Context: an optimization exercise on an open-source flow, tuned for small area and a short achievable clock period. The choices shown serve that exercise and are no tape-out recipe. The RTL was checked by simulation tests, not by an equivalence proof against the original design. Power is estimated from default activity; no workload was simulated.

==> design/flow/design.v <==
module ao3n
    ( input wire a0, input wire s0
    , input wire a1, input wire s1
    , input wire a2, input wire s2
    , output wire yn
    );
assign yn = ~((a0 & s0) | (a1 & s1) | (a2 & s2));
endmodule
module wbit
    ( input wire q
    , input wire d
    , input wire we
    , input wire hold
    , output wire y
    );
assign y = (we & d) | (hold & q);
endmodule
module predec2
    ( input wire[1:0] a
    , input wire en
    , output reg[3:0] p
    , output reg[3:0] pn
    );
integer k;
always @(*)
    for (k = 0; k < 4; k = k + 1) begin
        p[k]  = en && a == k;
        pn[k] = !(en && a == k);
    end
endmodule
module predec3
    ( input wire[2:0] a
    , output reg[7:0] p
    , output reg[7:0] pn
    );
integer k;
always @(*)
    for (k = 0; k < 8; k = k + 1) begin
        p[k]  = a == k;
        pn[k] = a != k;
    end
endmodule
module nor2m (input wire a, input wire b, output wire y);
assign y = ~(a | b);
endmodule
module nand2m (input wire a, input wire b, output wire y);
assign y = ~(a & b);
endmodule
module predec2n
    ( input wire[1:0] a
    , output reg[3:0] pn
    );
integer k;
always @(*)
    for (k = 0; k < 4; k = k + 1)
        pn[k] = a != k;
endmodule
module predec3n
    ( input wire[2:0] a
    , output reg[7:0] pn
    );
integer k;
always @(*)
    for (k = 0; k < 8; k = k + 1)
        pn[k] = a != k;
endmodule
module dec5
    ( input wire[4:0] a
    , output wire[31:0] y
    );
wire [3:0] lon;
wire [7:0] hin;
predec2n pl (.a(a[1:0]), .pn(lon));
predec3n ph (.a(a[4:2]), .pn(hin));
genvar k;
generate
    for (k = 0; k < 32; k = k + 1) begin : g
        nor2m u (.a(lon[k % 4]), .b(hin[k / 4]), .y(y[k]));
    end
endgenerate
endmodule
module dec5c
    ( input wire[4:0] a
    , input wire en
    , output wire[31:0] y
    , output wire[31:0] yn
    );
wire [3:0] lo, lon;
wire [7:0] hi, hin;
predec2 pl (.a(a[1:0]), .en(en), .p(lo), .pn(lon));
predec3 ph (.a(a[4:2]), .p(hi), .pn(hin));
genvar k;
generate
    for (k = 0; k < 32; k = k + 1) begin : g
        nor2m  u (.a(lon[k % 4]), .b(hin[k / 4]), .y(y[k]));
        nand2m v (.a(lo[k % 4]), .b(hi[k / 4]), .y(yn[k]));
    end
endgenerate
endmodule
module and4m (input wire a, input wire b, input wire c, input wire d, output wire y);
assign y = a & b & c & d;
endmodule
module and3m (input wire a, input wire b, input wire c, output wire y);
assign y = a & b & c;
endmodule
module nand3m (input wire a, input wire b, input wire c, output wire y);
assign y = ~(a & b & c);
endmodule
module or11n
    ( input wire[10:0] tn
    , output wire y
    );
wire p0, p1, p2;
and4m  g0 (.a(tn[0]), .b(tn[1]), .c(tn[2]), .d(tn[3]), .y(p0));
and4m  g1 (.a(tn[4]), .b(tn[5]), .c(tn[6]), .d(tn[7]), .y(p1));
and3m  g2 (.a(tn[8]), .b(tn[9]), .c(tn[10]), .y(p2));
nand3m g3 (.a(p0), .b(p1), .c(p2), .y(y));
endmodule
module resgate (input wire a, input wire r, input wire b, output wire y);
assign y = a & ~r & ~b;
endmodule
module addmachine
    ( input wire clock
    , input wire reset
    , input wire prog_we
    , input wire[4:0] prog_addr
    , input wire[7:0] prog_data
    , output wire[7:0] res
    );
reg [7:0] acc;
reg [7:0] ex;
reg [7:0] opr;
reg       opf;
reg [7:0] fi;
reg       nfi, nacc, bub;
reg [4:0] fad;
wire is_loadi = ex[7:4] == 4'b0001;
wire is_addi  = ex[7:4] == 4'b0010;
wire is_load  = ex[7:5] == 3'b101;
wire is_store = ex[7:5] == 3'b110 && !bub;
wire rd_mem   = ex[7:6] == 2'b10;            
wire keep_acc = ~(is_loadi | is_load);       
wire [7:0] wdata = reset ? prog_data : acc;
wire [4:0] waddr = reset ? prog_addr : ex[4:0];
wire       wen   = reset ? prog_we : is_store;
wire [31:0] we, hold;
dec5c dw (.a(waddr), .en(wen), .y(we), .yn(hold));
wire [7:0] nx    = ({8{nfi}} & fi) | ({8{nacc}} & acc) | ({8{bub}} & mem[0]);
wire [4:0] oaddr = nx[4:0];
wire       fwd_o = is_store && ex[4:0] == oaddr;
wire       fwd_f = is_store && ex[4:0] == fad;
wire [31:0] sel_op, sel_f;
dec5 dop (.a(oaddr), .y(sel_op));
dec5 df  (.a(fad), .y(sel_f));
reg [7:0] mem [0:31];
wire [7:0] opr_nxt, fi_nxt;
genvar i, j;
generate
    for (i = 0; i < 32; i = i + 1) begin : m
        wire [7:0] nxt;
        for (j = 0; j < 8; j = j + 1) begin : b
            wbit w (.q(mem[i][j]), .d(wdata[j]), .we(we[i]), .hold(hold[i]), .y(nxt[j]));
        end
        always @(posedge clock)
            mem[i] <= nxt;
    end
    for (j = 0; j < 8; j = j + 1) begin : r
        wire [10:0] to, tf;
        for (i = 0; i < 10; i = i + 1) begin : g
            ao3n uo (.a0(mem[3*i][j]), .s0(sel_op[3*i]), .a1(mem[3*i+1][j]), .s1(sel_op[3*i+1]),
                     .a2(mem[3*i+2][j]), .s2(sel_op[3*i+2]), .yn(to[i]));
            ao3n uf (.a0(mem[3*i][j]), .s0(sel_f[3*i]), .a1(mem[3*i+1][j]), .s1(sel_f[3*i+1]),
                     .a2(mem[3*i+2][j]), .s2(sel_f[3*i+2]), .yn(tf[i]));
        end
        assign to[10] = ~((mem[30][j] & sel_op[30]) | (mem[31][j] & sel_op[31]));
        assign tf[10] = ~((mem[30][j] & sel_f[30]) | (mem[31][j] & sel_f[31]));
        or11n co (.tn(to), .y(opr_nxt[j]));
        or11n cf (.tn(tf), .y(fi_nxt[j]));
    end
endgenerate
wire [7:0] imm = (is_loadi | is_addi) ? {4'b0000, ex[3:0]} : 8'd0;
wire [7:0] opv = rd_mem ? (opf ? acc : opr) : 8'd0;
wire [7:0] sum = (keep_acc ? acc : 8'd0) + (opv | imm);
always @(posedge clock) begin
    opr <= opr_nxt;
    opf <= fwd_o;
    fi  <= fi_nxt;
    ex  <= nx;
    acc <= bub ? 8'd0 : sum;
    bub <= reset;
    if (reset) begin
        nfi  <= 1'b0;
        nacc <= 1'b0;
        fad  <= 5'd1;
    end else begin
        nacc <= (nx[7:5] == 3'b110 && nx[4:0] == fad) || fwd_f;
        nfi  <= !((nx[7:5] == 3'b110 && nx[4:0] == fad) || fwd_f);
        fad  <= nx[7:5] == 3'b111 ? nx[4:0] : fad + 5'd1;
    end
end
genvar q;
generate
    for (q = 0; q < 8; q = q + 1) begin : o
        resgate g (.a(acc[q]), .r(reset), .b(bub), .y(res[q]));
    end
endgenerate
endmodule
==> design/flow/flow/run.sh <==
#!/bin/bash
# The standard layout, with two changes: the ports get plain buf_2 buffers
# (which timing repair may resize), and clock tree synthesis adds no dummy
# loads and clusters more flip-flops per leaf buffer.
set -euo pipefail
export BUFFER_PORTS_ARGS="-buffer_cell sky130_fd_sc_hd__buf_2"
export CTS_ARGS="-sink_clustering_enable -repair_clock_nets -buf_list {sky130_fd_sc_hd__clkbuf_4 sky130_fd_sc_hd__clkbuf_8} -sink_clustering_size 14 -sink_clustering_max_diameter 60 -dont_use_dummy_load"
bash standard.sh > standard.log 2>&1
==> design/flow/standard.sh <==
#!/bin/bash
# synth_recipe.tcl (not shown) runs the flow's synth.tcl, then flattens the netlist and writes it again
# the make line also repeats each setting of config.mk as NAME=value (left out here)
make -C /OpenROAD-flow-scripts/flow DESIGN_CONFIG=/design/flow/config.mk WORK_HOME=/design/flow/orfs CLKGATE_MAP_FILE= SYNTH_SCRIPT=/design/flow/synth_recipe.tcl "${@:-finish}"
==> design/flow/config.mk <==
export PLATFORM = sky130hd
export DESIGN_NAME = addmachine
export DESIGN_NICKNAME = addmachine
export VERILOG_FILES = /design/flow/design.v
export SDC_FILE = /design/flow/constraint.sdc
export NUM_CORES = 4
export LEC_CHECK = 0
export ABC_CLOCK_PERIOD_IN_PS = 2800
export CAP_MARGIN = 20
export CELL_PAD_IN_SITES_DETAIL_PLACEMENT = 1
export CELL_PAD_IN_SITES_GLOBAL_PLACEMENT = 2
export CORE_MARGIN = 2
export CORE_UTILIZATION = 45
export PLACE_DENSITY = 0.65
export SETUP_SLACK_MARGIN = 3.2
export SLEW_MARGIN = 20
export SYNTH_HIERARCHICAL = 1
export SYNTH_MINIMUM_KEEP_SIZE = 0
export TNS_END_PERCENT = 100
==> design/flow/constraint.sdc <==
create_clock -name core_clock -period 6.0 [get_ports {clock}]
set_input_delay 1.2000 -clock core_clock [delete_from_list [all_inputs] [get_ports {clock}]]
set_output_delay 1.2000 -clock core_clock [all_outputs]
set_load 0.01 [all_outputs]
==> results of run 1 <==
==> routing by layer <==
layer | GRT usage (%) | routed length (um) | part of all wire [%] | up-vias
li1 | - | - | - | 5057
met1 | 46.3 | 21700 | 42 | 5947
met2 | 53.4 | 22900 | 44 | 625
met3 | 6.55 | 4290 | 8.3 | 159
met4 | 17.2 | 2930 | 5.6 | 0
met5 | 0 | 0 | 0 | -
==> flip-flops by register name, indices dropped and copies added (netlist names) <==
register / count
fi: 8
opf: 1
acc: 8
ex: 8
nacc: 1
nfi: 1
fad: 5
bub: 1
opr: 8
mem: 256
==> per-stage QoR <==
step | power, uW | worst slack, ns | utilization [%]
global placement | 4290 | 2.15 | 47.4
global route | 5840 | 3.08 | 50.5
finish | 5630 | 3.11 | 50.5
CTS | 5490 | 3.12 | 50.0
floorplan | 3670 | 3.18 | -
detailed placement | 4330 | 2.10 | 47.4
==> repair_timing <==
action / in CTS / in global routing
pin swaps: 15 / 7
hold buffers: 0 / 0
endpoints found under the setup margin: 273 / 103
resized for setup: 35 / 46
cloned: 2 / 0
setup buffers: 15 / 4
==> kinds of logic (layout without fill, tap and decap cells) <==
logic type,after synthesis,in the layout
multiplexers,21,21
XOR/XNOR,20,20
AO/OA/AOI/OAI,470,470
AND/OR/NAND/NOR,307,307
adder cells (fa/ha/maj),9,9
buffers and inverters,28,87
flip-flops,297,297
==> path summary, 6_finish.rpt <==
kind / from / end / slack, ns / cells past startpoint
worst max-delay path: reset / res[5] / 3.11 / 3
worst max register to register: acc[4] / opr[0] / 3.24 / 8
worst min register to register: mem[30][7] / mem[30][7] / 0.51 / 1
worst min-delay path: mem[30][7] / mem[30][7] / 0.51 / 1
==> Yosys stat by module, one instance, submodules excluded, a selection <==
module    cell area, um^2  cells
predec3n             60.1      8
predec2              63.8      8
nand2m               3.75      1
wbit                 8.76      1
and4m                8.76      1
predec3               158     19
resgate              12.5      1
==> power by group through the flow <==
| stage | registers, uW | clock network (uW) | logic [uW] |
|---|---|---|---|
| final | 2940 | 1110 | 1580 |
| after global routing | 2980 | 1200 | 1660 |
| after CTS | 2920 | 1130 | 1450 |
| after detailed placement | 2950 | 0 | 1380 |
| after global placement | 2950 | 0 | 1340 |
| after floorplan | 2740 | 0 | 928 |
==> cell type report <==
type,count,share of cell area (%)
inverters,12,0.323
clock buffers,30,2.96
flip-flops and latches,297,42.6
multi-input cells,827,48.1
well taps,378,3.39
repair buffers,45,2.61
==> placed cells by master (no fill, tap or decap), drive strengths merged, types with 6 or more instances in the layout <==
| cell | synthesis | routed |
|---|---|---|
| xnor2 | 9 | 9 |
| o21ai | 12 | 12 |
| a222oi | 167 | 167 |
| and2 | 7 | 7 |
| and4 | 32 | 32 |
| mux2 | 13 | 13 |
| inv | 12 | 12 |
| clkbuf | 6 | 30 |
| a22o | 256 | 256 |
| and3 | 18 | 18 |
| nand2b | 7 | 7 |
| nor3 | 8 | 8 |
| ha | 8 | 8 |
| a211oi | 6 | 6 |
| nand3 | 23 | 23 |
| or3b | 11 | 11 |
| nor3b | 14 | 14 |
| xor2 | 11 | 11 |
| nor2 | 111 | 111 |
| mux2i | 8 | 8 |
| nand3b | 11 | 11 |
| a22oi | 17 | 17 |
| nand2 | 42 | 42 |
| dfxtp | 297 | 297 |
| buf | 10 | 44 |
==> impl_metrics.tcl, run 1 <==
set metrics [dict create \
    cts_inserted_buffers 30 \
    nets 1238 \
    power.switching_uw 2140 \
    ys_top_cells_by_area "dfxtp_1 47%, a22o_1 18%, a222oi_1 13%, nor2_1 3.3%, and4_1 2.2%" \
    critPathRequiredTime_ns 4.80 \
    max-vdd-ir-drop_v 0.000225 \
    regArea_mm2 0.00595 \
    cp_num_buf_inv 2 \
    place_hpwl_um 35000 \
    cts.sinks 297 \
    comb_power_share_pct 28.0 \
    cts_buffer_depth 3 \
    yosys.area_share.simple_pct 13.8 \
    place_congestion 0.941 \
    drt_wl_total_um 51900 \
    antenna-diode-count 0 \
    slew_violations 0 \
    wl_per_cell_um 32.6 \
    die_area_mm2 0.0293 \
    drc_errors 0 \
    core_mm2 0.0276 \
    routed_via_density 7.42 \
    holdCritPathClass "flip-flop to flip-flop" \
    num_rows 61 \
    grt_pass1_vias 11100 \
    grt_max_degree 33 \
    vias 11800 \
    cpPeakStageDelay_ns 0.21 \
    gr-usage-all-layers_pct 34.6 \
    yosys_warnings 13 \
    dp_cells 1538 \
    grt_overflow 0 \
    fin_area_mm2 0.0140 \
    htree_num_levels 1 \
    start_util_pct 45.4 \
    status "timing/DRC/antenna clean" \
    synth_flop_cell "dfxtp_1" \
    p_clk_share_pct 19.7 \
    p_leak_uw 0.00485 \
    grt_pass1_wl_um 74900 \
    synthCells 1152 \
    syn_nets 1177 \
    worst_slew_pin_slew_ns 1.15 \
    path_delay_family "buffers and inverters" \
    clkTransAtPathRegs_ns 0.09 \
    min_period_over_period_pct 48.2 \
    power.density_mw_per_mm2 404 \
    synthTopCellsByCount "297 x dfxtp_1, 256 x a22o_1, 167 x a222oi_1" \
    synth_top_area_share_pct 47.4 \
    finalCriticalPeriod_ns 2.89 \
    finalSetupViolCount 0 \
    crit_chain "buf_16 -> nor3b_4 -> buf_2" \
    die_h_um 171 \
    synthArstFlopShare_pct 0 \
    synth-xor-area-share_pct 1.40 \
    multiInputGateArea_mm2 0.00671 \
    drtPass1Iterations 15 \
    critical_path.slowest_cell "nor3b_4" \
    antenna_found_initial 0 \
    ys_seq_area_share_pct 47.4 \
    switching_share_pct 38.0 \
    ioPinCount 24 \
    dpl-instance-area_mm2 0.0131 \
    area_growth_pct 11.1 \
    synth-edff-count 0 \
    startpoint_type "primary input" \
    p_int_uw 3490 \
    synthMuxAreaShare_pct 1.80 \
    synth_top_family_by_area "compound AO/OA/AOI/OAI gates" \
    ant_nets 0 \
    fmax_mhz 346 \
    seq_power_share_pct 52.2 \
    critPathMaxFanout 5 \
    synth_compound_area_share_pct 33.7 \
    fin_setup_tns_ns 0 \
    cts-root-buf "clkbuf_8" \
    syn_area_mm2 0.0126 \
    max-slew-margin-rel_pct 23.6 \
    synth_cell_types 50 \
    cts_tree "yes" \
    port_buffers 23 \
    rsz0062_at_grt "yes" \
    cp-end-kind "primary output" \
    syn_area_per_cell_um2 10.9 \
    nFillCells 3014 \
    cap_viol_max_count 0 \
    hold_ws_ns 0.505 \
    drt_iter0_markers 2022 \
    synth.most_common_cell "dfxtp_1" \
    clk_latency_ns 0.62 \
    path_class "primary input to primary output" \
    synth_fa_ha_area_share_pct 0.957 \
    fin_worst_skew_ns 0.0557 \
    final-instance-count-excl-fill 1589 \
    arrival_ns 1.69 \
    die_w_um 171 \
    yosysTopAreaCell "dfxtp_1" \
    drive_above_1_share_pct 14.8 \
    ys_seq_elements 297 \
    hold_violations 0 \
]
==> run 2, diff against run 1 <==
--- a/design/flow/config.mk
+++ b/design/flow/config.mk
@@ -10,8 +10,8 @@
 export CELL_PAD_IN_SITES_DETAIL_PLACEMENT = 1
 export CELL_PAD_IN_SITES_GLOBAL_PLACEMENT = 2
 export CORE_MARGIN = 2
-export CORE_UTILIZATION = 45
-export PLACE_DENSITY = 0.65
+export CORE_UTILIZATION = 50
+export PLACE_DENSITY = 0.7
 export SETUP_SLACK_MARGIN = 3.2
 export SLEW_MARGIN = 20
 export SYNTH_HIERARCHICAL = 1
==> run 2 against run 1 <==
Compared with the run above:
- global-route usage rose by 3.0 points
- register-to-register slack lost 0.04 ns
- final cell count shrank 3.8%
- non-clock buffer count shrank 6
- critical path depth unchanged
- first-iteration DRC count rose by 8.4%
- sequential cell count is the same
- highest routed layer unchanged
- critical endpoint is now res[0]
- core utilization increased by 6.1 points
==> impl_metrics.tcl, run 2 <==
set metrics [dict create \
    r2r_setup_slack_ns 3.20 \
    drive_above_1_share_pct 13.8 \
    arrival_ns 1.65 \
    worst_slew_pin_slew_ns 1.11 \
    power.switching_uw 2130 \
    ioPinCount 24 \
    grt_max_degree 33 \
    gr-usage-all-layers_pct 37.6 \
    cts_inserted_buffers 29 \
    syn_area_mm2 0.0126 \
    grt_overflow 0 \
    clkTransAtPathRegs_ns 0.07 \
    core_mm2 0.0245 \
    cts_buffer_depth 3 \
    reg2reg_depth 8 \
    clk_latency_ns 0.62 \
    drt_iter0_markers 2192 \
    cp.depth 3 \
    critPathRequiredTime_ns 4.80 \
    comb_power_share_pct 28.2 \
    critical_path.slowest_cell "nor3b_4" \
    drt_wl_total_um 50400 \
    cp_num_buf_inv 2 \
    dpl-instance-area_mm2 0.0130 \
    min_period_over_period_pct 47.5 \
    synthArstFlopShare_pct 0 \
    hold_violations 0 \
    final_common_cell "dfxtp_1" \
    rsz0062_at_grt "yes" \
    p_int_uw 3480 \
    synth_cell_types 50 \
    synthTopCellsByCount "297 x dfxtp_1, 256 x a22o_1, 167 x a222oi_1" \
    r2r_start "bub" \
    htree_num_levels 1 \
    grt_pass1_vias 11600 \
    ys_seq_area_share_pct 47.4 \
    path_class "primary input to primary output" \
    cts.sinks 297 \
    drtPass1Iterations 14 \
    cpPeakStageDelay_ns 0.17 \
    fin_worst_skew_ns 0.0359 \
    nFillCells 2621 \
    power.density_mw_per_mm2 405 \
    antenna-diode-count 0 \
    drc_errors 0 \
    regArea_mm2 0.00595 \
    multiInputGateArea_mm2 0.00674 \
    fin_area_mm2 0.0138 \
    largest_reg_flops 256 \
    max-vdd-ir-drop_v 0.000216 \
    antenna_found_initial 0 \
    critPathMaxFanout 5 \
    cts-root-buf "clkbuf_8" \
    die_w_um 162 \
    syn_nets 1177 \
    start_util_pct 51.3 \
    crit_start "reset" \
    endpoint "res[0]" \
    top_register "mem" \
    num_rows 57 \
    whs_path_depth 1 \
    p_clk_share_pct 19.5 \
    ys_seq_elements 297 \
    synth_top_area_share_pct 47.4 \
    status "timing/DRC/antenna clean" \
    routed_via_density 7.84 \
    synth.most_common_cell "dfxtp_1" \
    holdCritPathClass "flip-flop to flip-flop" \
    place_hpwl_um 33800 \
    vias 12000 \
    regToRegEndpoint "opr[4]" \
    yosys_warnings 13 \
    place_ws_ns 2.00 \
    worst_slack_ns 3.15 \
    synth-edff-count 0 \
    die_h_um 162 \
    p_leak_uw 0.00482 \
    max-slew-margin-rel_pct 25.8 \
    nets 1231 \
    fmax_mhz 351 \
    seq_power_share_pct 52.3 \
    finalSetupViolCount 0 \
    fin_setup_tns_ns 0 \
    cp-end-kind "primary output" \
    switching_share_pct 37.9 \
    die_area_mm2 0.0264 \
    place_congestion 0.947 \
    syn_area_per_cell_um2 10.9 \
    ant_nets 0 \
    cap_viol_max_count 0 \
    path_delay_family "buffers and inverters" \
    finalCriticalPeriod_ns 2.85 \
    wl_per_cell_um 33.0 \
    crit_chain "buf_16 -> nor3b_4 -> buf_2" \
    slew_violations 0 \
    ys_top_cells_by_area "dfxtp_1 47%, a22o_1 18%, a222oi_1 13%, nor2_1 3.3%, and4_1 2.2%" \
    area_growth_pct 10.3 \
    cts_tree "yes" \
    startpoint_type "primary input" \
    port_buffers 23 \
    synthCells 1152 \
    grt_pass1_wl_um 75200 \
    yosysTopAreaCell "dfxtp_1" \
    synth_flop_cell "dfxtp_1" \
    layout_common_cells "296 x dfxtp_1, 256 x a22o_1, 167 x a222oi_1, 64 x nor2_1, 41 x nand2_1" \
]
-- run 2: cell counts after synthesis --
No cell type changed its count.
-- run 2: how the worst min path moves through the flow --
stage                    start          to
floorplan                fi[7]       ex[7]
global placement    mem[27][6]  mem[27][6]
detailed placement   mem[9][5]   mem[9][5]
CTS                  mem[1][0]   mem[1][0]
global route         mem[3][2]   mem[3][2]
finish              mem[11][1]  mem[11][1]
-- run 2: layer usage --
metal | vias to the layer above | wire [um] | GRT usage, %
met4 | 0 | 2610 | 15.9
li1 | 5037 | - | -
met3 | 183 | 5350 | 7.44
met5 | - | 0 | 0
met2 | 781 | 22100 | 58.5
met1 | 5976 | 20400 | 51.0
-- run 2: layout make-up --
class	instances	area share, %
flip-flops and latches	297	43.0
multi-input cells	827	48.7
clock buffers	29	2.88
well taps	324	2.93
repair buffers	39	2.21
inverters	12	0.325
-- run 2: cell families after synthesis --
group	after synthesis	synth area share [%]
AND/OR/NAND/NOR	307	13.8
multiplexers	21	1.80
flip-flops	297	47.4
XOR/XNOR	20	1.40
buffers and inverters	28	1.01
AO/OA/AOI/OAI	470	33.7
adder cells (fa/ha/maj)	9	0.957
-- run 2: modules after synthesis (local to each module, per instance), a selection --
| module | cell area (um^2) | cells |
|---|---|---|
| wbit | 8.76 | 1 |
| nand2m | 3.75 | 1 |
| nand3m | 5.00 | 1 |
| resgate | 12.5 | 1 |
| ao3n | 10.0 | 1 |
| predec2 | 63.8 | 8 |
| nor2m | 3.75 | 1 |
| addmachine | 7280 | 485 |
| and3m | 6.26 | 1 |
| and4m | 8.76 | 1 |
| predec3 | 158 | 19 |
-- run 2: repair_timing --
action	CTS	global route
endpoints found under the setup margin	273	140
cloned	2	0
gates resized for setup	57	25
pin swaps	15	6
buffers inserted	12	1
hold buffers	0	0
-- run 2: worst reg2reg max path: cells and delay by family (launching register included) --
family          cells  cell delay (ns)
compound gates      2             1.01
simple gates        4             0.93
buf+inv             2             0.44
flops               1             0.31
-- run 2: per-stage QoR --
step | util [%] | hold WS (ns) | power (uW) | instances
floorplan | - | 0.420 | 3670 | 1152
global placement | 53.3 | 0.474 | 4240 | 1484
detailed placement | 53.3 | 0.483 | 4310 | 1484
CTS | 56.3 | 0.505 | 5510 | 1527
global route | 56.6 | 0.529 | 5800 | 1528
finish | 56.6 | 0.509 | 5610 | 1528
-- run 2: power by group through the flow --
stage / sequential [uW] / combinational (uW) / clock, uW
after floorplan: 2740 / 928 / 0
after global placement: 2930 / 1310 / 0
after detailed placement: 2940 / 1370 / 0
after CTS: 2900 / 1490 / 1110
after global routing: 2970 / 1650 / 1180
final: 2940 / 1580 / 1090
==> run 3, diff against run 2 <==
--- a/design/flow/config.mk
+++ b/design/flow/config.mk
@@ -12,7 +12,7 @@
 export CORE_MARGIN = 2
 export CORE_UTILIZATION = 50
 export PLACE_DENSITY = 0.7
-export SETUP_SLACK_MARGIN = 3.2
+export SETUP_SLACK_MARGIN = 3.3
 export SLEW_MARGIN = 20
 export SYNTH_HIERARCHICAL = 1
 export SYNTH_MINIMUM_KEEP_SIZE = 0
==> run 3 against run 2 <==
Compared with the run above:
- area after synthesis unchanged
- synthesized cell count unchanged
- sequential cell count unchanged
- combinational power grew 6%
- total power up 1.6%
- core utilization up 1.3 points
- critical path type unchanged
- critical endpoint unchanged
==> impl_metrics.tcl, run 3 <==
set metrics [dict create \
    ys_seq_elements 297 \
    ys_seq_area_share_pct 47.4 \
    synth-edff-count 0 \
    utilization_pct 57.9 \
    worst_slew_pin_slew_ns 1.15 \
    max-vdd-ir-drop_v 0.000217 \
    gr-usage-all-layers_pct 37.2 \
    synth.most_common_cell "dfxtp_1" \
    wl_per_cell_um 32.6 \
    clkTransAtPathRegs_ns 0.08 \
    ioPinCount 24 \
    syn_area_mm2 0.0126 \
    area_growth_pct 12.8 \
    start_util_pct 51.3 \
    critPathRequiredTime_ns 4.80 \
    grt_overflow 0 \
    dp_cells 1484 \
    vias 11900 \
    drc_errors 0 \
    antenna-diode-count 0 \
    wl_met2_um 22100 \
    die_area_mm2 0.0264 \
    die_h_um 162 \
    finalSetupViolCount 0 \
    port_buffers 23 \
    grt_pass1_vias 11500 \
    place_hpwl_um 33700 \
    routed_via_density 7.70 \
    core_mm2 0.0245 \
    largest_reg_flops 256 \
    rsz0062_at_grt "yes" \
    synth_cell_types 50 \
    antenna_found_initial 0 \
    drt_wl_total_um 50500 \
    clk_latency_ns 0.61 \
    num_rows 57 \
    max-slew-margin-rel_pct 23.2 \
    holdCritPathClass "flip-flop to flip-flop" \
    final_common_cell "dfxtp_1" \
    cts_tree "yes" \
    hold_ws_ns 0.509 \
    arrival_ns 1.66 \
    synthArstFlopShare_pct 0 \
    yosysTopAreaCell "dfxtp_1" \
    grt_max_degree 33 \
    wl_met1_um 20500 \
    cts.sinks 297 \
    drive_above_1_share_pct 17.1 \
    finalCriticalPeriod_ns 2.86 \
    fin_worst_skew_ns 0.0491 \
    die_w_um 162 \
    nets 1251 \
    cts_inserted_buffers 29 \
    final-instance-count-excl-fill 1548 \
    fmax_mhz 349 \
    ant_nets 0 \
    fin_setup_tns_ns 0 \
    status "timing/DRC/antenna clean" \
    cts-root-buf "clkbuf_8" \
    hold_violations 0 \
    synth_top_area_share_pct 47.4 \
    synthCells 1152 \
    startpoint_type "primary input" \
    drt_iter0_markers 1983 \
    slew_violations 0 \
    syn_nets 1177 \
    drtPass1Iterations 15 \
    synth_flop_cell "dfxtp_1" \
    critPathMaxFanout 6 \
    cts_buffer_depth 3 \
    cap_viol_max_count 0 \
    power.density_mw_per_mm2 402 \
    p_leak_uw 0.00493 \
    top_register "mem" \
    htree_num_levels 1 \
    path_class "primary input to primary output" \
    cp-end-kind "primary output" \
    layout_common_cells "293 x dfxtp_1, 256 x a22o_1, 167 x a222oi_1, 50 x nor2_1, 41 x nand2_1" \
    min_period_over_period_pct 47.7 \
    synthTopCellsByCount "297 x dfxtp_1, 256 x a22o_1, 167 x a222oi_1" \
    place_congestion 0.949 \
    syn_area_per_cell_um2 10.9 \
    grt_pass1_wl_um 74600 \
    wl_met3_um 5190 \
    ys_top_cells_by_area "dfxtp_1 47%, a22o_1 18%, a222oi_1 13%, nor2_1 3.3%, and4_1 2.2%" \
    top_layer "met4" \
    yosys_warnings 13 \
]
run 3: cell count changes in the layout (fill, tap and decap cells not counted), sizes merged:
cell      change
buf          +19
clkbuf        +1
clkinvlp      +1
inv           -1
run 3: per-stage QoR:
step	power (uW)	cell area [um^2]	worst slack, ns
global route	5890	14200	3.12
global placement	4270	13100	2.21
CTS	5480	13800	3.16
floorplan	3680	12600	3.21
finish	5700	14200	3.14
detailed placement	4320	13100	2.12
run 3: final timing paths:
| path | from | endpoint | slack [ns] | cells after the start |
|---|---|---|---|---|
| worst max-delay path | reset | res[0] | 3.14 | 3 |
| worst max register to register | fad[0] | fi[7] | 3.28 | 5 |
| worst min register to register | mem[30][6] | mem[30][6] | 0.51 | 1 |
| worst min-delay path | mem[30][6] | mem[30][6] | 0.51 | 1 |
run 3: cells by family after synthesis:
logic type | after synthesis | synth area share, %
flip-flops | 297 | 47.4
adder cells (fa/ha/maj) | 9 | 0.957
XOR/XNOR | 20 | 1.40
AO/OA/AOI/OAI | 470 | 33.7
multiplexers | 21 | 1.80
buffers and inverters | 28 | 1.01
AND/OR/NAND/NOR | 307 | 13.8
run 3: timing repair:
item,CTS,global route
endpoints found under the hold margin,0,0
pin swaps,15,23
gates cloned,2,1
setup buffers,12,20
gates resized for setup,55,58
endpoints found under the setup margin,275,163
hold buffers,0,0
run 3: layer usage:
layer / GRT usage (%) / up-vias
met5: 0 / -
li1: - / 5068
met1: 49.9 / 5895
met3: 7.89 / 176
met4: 16.7 / 0
met2: 57.8 / 780
run 3: modules after synthesis (local to each module, per instance), excerpt:
module      cells  cell area (um^2)  flip-flops and latches  copies in the design
predec2n        4              22.5                       0                     2
and4m           1              8.76                       0                    32
predec3        19               158                       0                     1
addmachine    485              7280                     297                     1
predec2         8              63.8                       0                     1
and3m           1              6.26                       0                    16
resgate         1              12.5                       0                     8
nor2m           1              3.75                       0                    96
wbit            1              8.76                       0                   256
ao3n            1              10.0                       0                   160
nand2m          1              3.75                       0                    32
predec3n        8              60.1                       0                     2
nand3m          1              5.00                       0                    16
run 3: worst max-delay path, stage by stage:
cell and delay (ns):
buf_16 0.12, nor3b_4 0.17, buf_2 0.17
run 3: power breakdown:
group,switching [uW],internal (uW)
Sequential,507,2440
Clock,652,428
Combinational,1000,671
Total,2160,3540
run 3: final cells by class:
type	instances	area, um^2
Multi-Input combinational cell	827	6850
Clock buffer	29	399
Timing Repair Buffer	59	503
Fill cell	2577	10300
Inverter	12	48.8
Tap cell	324	405
Sequential cell	297	5960

-- afterwards: timing with drivers on the ports --
No port has a modelled driver above. Below, the same layouts with a new extraction and two added sets of constraints. Step 1: set_driving_cell puts a clkbuf_16 on clock and a buf_2 on each other input, an assumption about the parent block. Step 2 adds t to the input delays and takes it off the output delays; t is the mean of the earliest and latest rising clock arrival at the registers after step 1. Input paths then give back, and output paths get back, about the clock's delay inside the block. Three values: ideal, step 1, step 2; two values: the first two.
| run | t (ns) | setup slack, ns | worst hold slack (ns) | slew at the worst register clock pin (ns) |
|---|---|---|---|---|
| run 1 | 0.646 | 3.106 / 2.995 / 2.490 | 0.505 / 0.505 / 0.505 | 0.10 / 0.10 |
| run 2 | 0.648 | 3.148 / 3.023 / 2.445 | 0.509 / 0.509 / 0.509 | 0.09 / 0.09 |
| run 3 | 0.633 | 3.138 / 3.009 / 2.491 | 0.509 / 0.509 / 0.509 | 0.10 / 0.10 |
After both steps setup and hold are still met in every run listed. The setup slack of run 2, which loses most, moves by -0.125 ns with the drivers and by -0.703 ns with both steps.
